Source: an optimization exercise on an open RTL-to-GDS flow (aim: small area). Production flows keep margins and buffers that such runs may drop.
The RTL was checked by simulation tests, not by an equivalence proof against the original design.
Power and IR drop assume default switching activity.

==> flow/design.v (excerpt) <==
module hft_accelerator #(
    parameter CLK_FREQ = 5_000_000,
    parameter BAUD_RATE = 115200
)(
    input  logic clk,
    input  logic rst,
    input  logic uart_rx,
    output logic uart_tx
);
For scale: ~770 cells after synthesis, about 530 flip-flops, roughly 4 I/O pins, ~12000 µm² of cells after synthesis.
==> module hft_accelerator, before the edit <==
module hft_accelerator #(
    parameter CLK_FREQ = 5_000_000,
    parameter BAUD_RATE = 115200
)(
    input  logic clk,
    input  logic rst,
    input  logic uart_rx,
    output logic uart_tx
);
    localparam int CPB = CLK_FREQ / BAUD_RATE;    
    localparam logic [31:0] K_BUY  = 32'd12288000;
    localparam logic [31:0] K_SELL = 32'd28676096;
    logic [31:0] pr [14];           
    logic [13:0] tl;                
    logic [31:0] acc;               
    logic [15:0] qr;                
    logic [4:0]  ph;                
    logic        run;               
    logic        rxact, txact;      
    logic [5:0]  timer;             
    logic [3:0]  bitc;              
    logic [1:0]  bcnt;              
    logic [3:0]  npr;               
    logic        rxs;               
    logic        tx, nb;            
    logic        c0, c1, pos, sub, alnz, adel, holding;
    wire ph0   = (ph == 5'd0);
    wire ph31  = (ph == 5'd31);
    wire ph_lo28 = ~&ph[4:2];                                
    wire t_end = (timer == 6'(CPB - 1));
    wire [5:0] pc = timer;
    wire g_rng  = run & (pc >= 6'd3) & (pc <= 6'd28);
    wire g_cmp  = g_rng &  pc[0];                            
    wire g_add  = g_rng & ~pc[0];                            
    wire l_pass = run & (pc == 6'd29);                       
    wire d_pass = run & (pc == 6'd30);                       
    wire div_p  = run & (pc >= 6'd31) & (pc <= 6'd46);       
    wire qwr_p  = run & (pc[5:4] == 2'b10);                  
    wire mul_p  = run & (pc >= 6'd47) & (pc <= 6'd56);       
    wire mfirst = (pc == 6'd47);
    wire mlast  = run & (pc == 6'd56);
    logic bconst;
    always_comb begin
        case (pc[3:0])
            4'd15, 4'd2, 4'd3, 4'd4, 4'd8: bconst = 1'b1;
            default:                       bconst = 1'b0;
        endcase
    end
    wire rx_shift = rxact & (bcnt == 2'd0) & (bitc == 4'd15) & ~timer[5];
    wire shift    = rx_shift | g_add | l_pass;
    wire rx_wr    = rxact & ~bitc[3] & ~timer[5] & (ph == {~bcnt, bitc[2:0]});
    wire a    = pr[12][31];
    wire b    = pr[13][31];
    wire at   = acc[31];
    wire a27  = acc[27] & ph_lo28;           
    wire m27  = pr[13][27] & ph_lo28;        
    wire xdel = adel & ~ph0;                 
    wire gl   = g_add | l_pass;
    wire en   = l_pass | pos;
    wire qwr  = qwr_p & (ph[3:0] == ~pc[3:0]);
    wire qin  = qwr ? sub : qr[15];
    wire qs   = alnz ? (~ph[4] & qin) : (ph == 5'd16);
    logic x1, y1;
    always_comb begin
        if (d_pass)                         x1 = a27;
        else if (div_p | (mul_p & ~mfirst)) x1 = xdel;
        else if (gl)                        x1 = at;
        else                                x1 = 1'b0;
        if (d_pass)      y1 = m27;
        else if (div_p)  y1 = b ^ sub;
        else if (mul_p)  y1 = bconst & qs;
        else             y1 = gl & en & a;
    end
    wire ci1 = ph0 ? (div_p & sub) : c0;
    wire s1  = x1 ^ y1 ^ ci1;
    wire co1 = (x1 & y1) | (x1 & ci1) | (y1 & ci1);
    wire y2  = gl & en & ~b;
    wire ci2 = ph0 ? (gl & en) : c1;
    wire s2  = s1 ^ y2 ^ ci2;
    wire co2 = (s1 & y2) | (s1 & ci2) | (y2 & ci2);
    wire bwi  = ~ph0 & c0;
    wire dd   = a ^ b ^ bwi;
    wire bwo  = (~a & b) | (~(a ^ b) & bwi);
    wire nzo  = (~ph0 & c1) | dd;
    wire kb   = K_BUY[ph];
    wire ks   = K_SELL[ph];
    wire b1i  = ~ph0 & sub;
    wire b1o  = (~s1 & kb) | (~(s1 ^ kb) & b1i);
    wire b2i  = ~ph0 & pos;
    wire b2o  = (~s1 & ks) | (~(s1 ^ ks) & b2i);
    logic [13:0] pin;                        
    always_comb begin
        pin[0] = rx_wr ? rxs : (shift ? pr[13][31] : pr[0][31]);
        for (int k = 1; k < 13; k++)
            pin[k] = shift ? tl[k-1] : tl[k];
        if (l_pass | d_pass) pin[13] = s2;
        else             pin[13] = shift ? pr[12][31] : pr[13][31];
    end
    for (genvar k = 0; k < 14; k++) begin : g_ring
        assign tl[k] = pr[k][31];
        always_ff @(posedge clk)
            pr[k] <= {pr[k][30:0], pin[k]};
    end
    always_ff @(posedge clk) begin
        acc[31:1] <= acc[30:0];
        if (run & (pc == 6'd3))   acc[0] <= 1'b0;
        else if (d_pass)          acc[0] <= a27;
        else if (g_add | div_p | mul_p) acc[0] <= s2;
        else                      acc[0] <= at;
        qr <= {qr[14:0], qin};
        adel <= at;
        rxs <= uart_rx;
    end
    always_ff @(posedge clk) begin
        c0 <= g_cmp ? bwo : co1;
        c1 <= g_cmp ? nzo : co2;
        if (g_cmp & ph31) pos <= ~dd & nzo;
        if (mlast) begin
            sub <= ph31 ? (~holding & b1o) : b1o;     
            pos <= ph31 ? ( holding & ~b2o) : b2o;    
        end
        if (d_pass) begin
            sub  <= 1'b1;
            alnz <= (~ph0 & alnz) | m27;
        end else if (div_p & ph31) begin
            sub <= ~s1;
        end
        if (rst)                holding <= 1'b0;
        else if (mlast & ph31)  holding <= holding ? b2o : b1o;
    end
    always_ff @(posedge clk) begin
        if (rst) begin
            ph    <= 5'd0;
            run   <= 1'b0;
            rxact <= 1'b0;
            txact <= 1'b0;
            bcnt  <= 2'd0;
            npr   <= 4'd0;
            tx    <= 1'b1;
        end else begin
            ph <= ph + 5'd1;
            if (rxact | txact) begin
                if (t_end) begin
                    timer <= 6'd0;
                    bitc  <= bitc + 4'd1;
                end else begin
                    timer <= timer + 6'd1;
                end
            end
            if (~rxact & ~run & ~txact & ~rxs) begin
                rxact <= 1'b1;
                timer <= 6'd0;
                bitc  <= 4'd15;
            end
            if (rxact & t_end & (bitc == 4'd7)) begin
                rxact <= 1'b0;
                bcnt  <= bcnt + 2'd1;
                if (bcnt == 2'd3) begin
                    if (npr == 4'd14) begin
                        run   <= 1'b1;
                        timer <= 6'd2;
                    end else begin
                        npr <= npr + 4'd1;
                    end
                end
            end
            if (run & ph31) begin
                timer <= timer + 6'd1;
                if (pc == 6'd56) begin
                    run   <= 1'b0;
                    txact <= 1'b1;
                    timer <= 6'd0;
                    bitc  <= 4'd0;
                    tx    <= 1'b0;
                end
            end
            if (txact & ~bitc[3] & (ph == {bcnt, bitc[2:0]}))
                nb <= (bcnt == 2'd0) ? ((bitc[2:0] == 3'd0) ? sub :
                                        (bitc[2:0] == 3'd1) ? pos : 1'b0)
                                     : acc[27];
            if (txact & t_end) begin
                if (bitc == 4'd9) begin
                    bitc <= 4'd0;
                    if (bcnt == 2'd2) begin
                        txact <= 1'b0;
                        bcnt  <= 2'd0;
                    end else begin
                        bcnt <= bcnt + 2'd1;
                        tx   <= 1'b0;
                    end
                end else begin
                    tx <= (bitc == 4'd8) ? 1'b1 : nb;
                end
            end
        end
    end
    assign uart_tx = tx;
endmodule
Settings: LEC_CHECK=0, CAP_MARGIN=20, CORE_MARGIN=2, CORE_UTILIZATION=72, SLEW_MARGIN=20; clock period 200.0 ns.
standard.sh (not shown) runs the stock make flow with config.mk's settings and CLKGATE_MAP_FILE= SYNTH_SCRIPT=/design/flow/synth_recipe.tcl, a recipe that flattens the netlist after the stock synthesis.
==> flow/flow/run.sh <==
#!/bin/bash
# The standard layout (standard.sh) with two changes:
#  * synthesis maps combinational logic with an area-oriented ABC script and
#    without half/full-adder cell extraction (registers are unchanged);
#  * the clock tree is built from clkbuf_8 leaf buffers in small clusters,
#    without dummy loads.
set -euo pipefail
W=$(pwd)
export FLOW_SYNTH_TCL=$W/synth_recipe.tcl
export AREA_ABC_SCRIPT=$W/flow/abc_area.script
export CTS_ARGS="-sink_clustering_enable -repair_clock_nets -dont_use_dummy_load -buf_list sky130_fd_sc_hd__clkbuf_4 -root_buf sky130_fd_sc_hd__clkbuf_8 -sink_clustering_size 11 -sink_clustering_max_diameter 35"
sed -e "s|SYNTH_SCRIPT=[^ ]*|SYNTH_SCRIPT=$W/flow/area_synth.tcl ADDER_MAP_FILE=|" standard.sh > area_standard.sh
grep -q "SYNTH_SCRIPT=$W/flow/area_synth.tcl" area_standard.sh
bash area_standard.sh > flow_make.log 2>&1
==> flow/flow/abc_area.script <==
strash
&get -n
&fraig -x
&deepsyn -T 60
&put
strash
&get -n
&dch -f
&nf -R 1000
&put
strash
&get -n
&dch -f
&nf -R 1000
&put
==> flow/flow/area_synth.tcl <==
# The standard synthesis (synth_recipe.tcl), except that ABC maps the
# combinational logic with an area-oriented script (flow/abc_area.script) and
# without the speed script's timing constraints. Registers are not affected:
# the flip-flop mapping and naming happen before ABC runs.
proc abc {args} {
  set out {}
  set skip 0
  foreach a $args {
    if {$skip} { set skip 0; continue }
    if {$a eq "-script" || $a eq "-constr" || $a eq "-D"} { set skip 1; continue }
    lappend out $a
  }
  if {[lsearch $out "-dff"] >= 0} { yosys abc {*}$args; return }
  yosys abc -script $::env(AREA_ABC_SCRIPT) {*}$out
}
source $::env(FLOW_SYNTH_TCL)
Edit:
--- a/flow/design.v
+++ b/flow/design.v
@@ -84,7 +84,7 @@
     wire nzo  = (~ph0 & c1) | dd;
     wire kb   = K_BUY[ph];
     wire ks   = K_SELL[ph];
-    wire b1i  = ~ph0 & sub;
+    wire b1i  = ~ph0 & c1;
     wire b1o  = (~s1 & kb) | (~(s1 ^ kb) & b1i);
     wire b2i  = ~ph0 & pos;
     wire b2o  = (~s1 & ks) | (~(s1 ^ ks) & b2i);
@@ -93,7 +93,8 @@
         pin[0] = rx_wr ? rxs : (shift ? pr[13][31] : pr[0][31]);
         for (int k = 1; k < 13; k++)
             pin[k] = shift ? tl[k-1] : tl[k];
-        if (l_pass | d_pass) pin[13] = s2;
+        if (l_pass)      pin[13] = s2;
+        else if (d_pass) pin[13] = s1;
         else             pin[13] = shift ? pr[12][31] : pr[13][31];
     end
     for (genvar k = 0; k < 14; k++) begin : g_ring
@@ -104,19 +105,27 @@
     always_ff @(posedge clk) begin
         acc[31:1] <= acc[30:0];
         if (run & (pc == 6'd3))   acc[0] <= 1'b0;
+        else if (g_add)           acc[0] <= s2;
         else if (d_pass)          acc[0] <= a27;
-        else if (g_add | div_p | mul_p) acc[0] <= s2;
+        else if (div_p | mul_p)   acc[0] <= s1;
         else                      acc[0] <= at;
         qr <= {qr[14:0], qin};
         adel <= at;
         rxs <= uart_rx;
     end
     always_ff @(posedge clk) begin
-        c0 <= g_cmp ? bwo : co1;
-        c1 <= g_cmp ? nzo : co2;
-        if (g_cmp & ph31) pos <= ~dd & nzo;
+        if (g_cmp) begin
+            c0 <= bwo;
+            c1 <= nzo;
+            if (ph31) pos <= ~dd & nzo;
+        end else if (gl) begin
+            c0 <= co1;
+            c1 <= co2;
+        end else if (d_pass | div_p | mul_p) begin
+            c0 <= co1;
+        end
         if (mlast) begin
-            sub <= ph31 ? (~holding & b1o) : b1o;     
+            c1  <= ph31 ? (~holding & b1o) : b1o;     
             pos <= ph31 ? ( holding & ~b2o) : b2o;    
         end
         if (d_pass) begin
@@ -175,7 +184,7 @@
                 end
             end
             if (txact & ~bitc[3] & (ph == {bcnt, bitc[2:0]}))
-                nb <= (bcnt == 2'd0) ? ((bitc[2:0] == 3'd0) ? sub :
+                nb <= (bcnt == 2'd0) ? ((bitc[2:0] == 3'd0) ? c1 :
                                         (bitc[2:0] == 3'd1) ? pos : 1'b0)
                                      : acc[27];
             if (txact & t_end) begin
Worst hold slack gains 0.044 ns.
Power hardly moves.
Final area is about the same.
Global-route usage falls by 1.3 points.
First-iteration DRC count decreases by 3.4%.
Worst setup slack is better by 0.0070 ns.
Routed wire length drops by 6.1%.
Die area barely changes.
Final cell count rose by 0.57%.
Synthesized area hardly moves.
Flip-flop and latch count does not change.
Combinational power goes up by about 10%.
Utilization hardly moves.

[what the ideal ports hide]
How much do the figures lean on ideal ports? The routed layouts below were timed once more, with nothing changed but the port constraints.
Step 1, drivers: a clkbuf_16 drives clk and a buf_2 each remaining input, both assumed.
Step 2, shift: input delay + t, output delay - t, t = (earliest + latest rising clock arrival at the registers) / 2. This alone moves slack from input paths to output paths.
Slacks: ideal / step 1 / step 2; pairs: ideal / step 1.
run | shift t [ns] | setup WS [ns] | hold slack, ns | worst setup path after step 2 | clock arrival spread, ns
the first run | 0.571 | 158.547 / 158.507 / 158.108 | 0.273 / 0.273 / 0.273 | input to register | 0.063 / 0.062
the second run | 0.589 | 158.554 / 158.514 / 158.140 | 0.317 / 0.317 / 0.317 | input to register | 0.047 / 0.047
After both steps setup and hold are still met in every run listed. For the first run, which loses most, drivers alone change the setup slack by -0.040 ns; drivers and shift together by -0.439 ns.
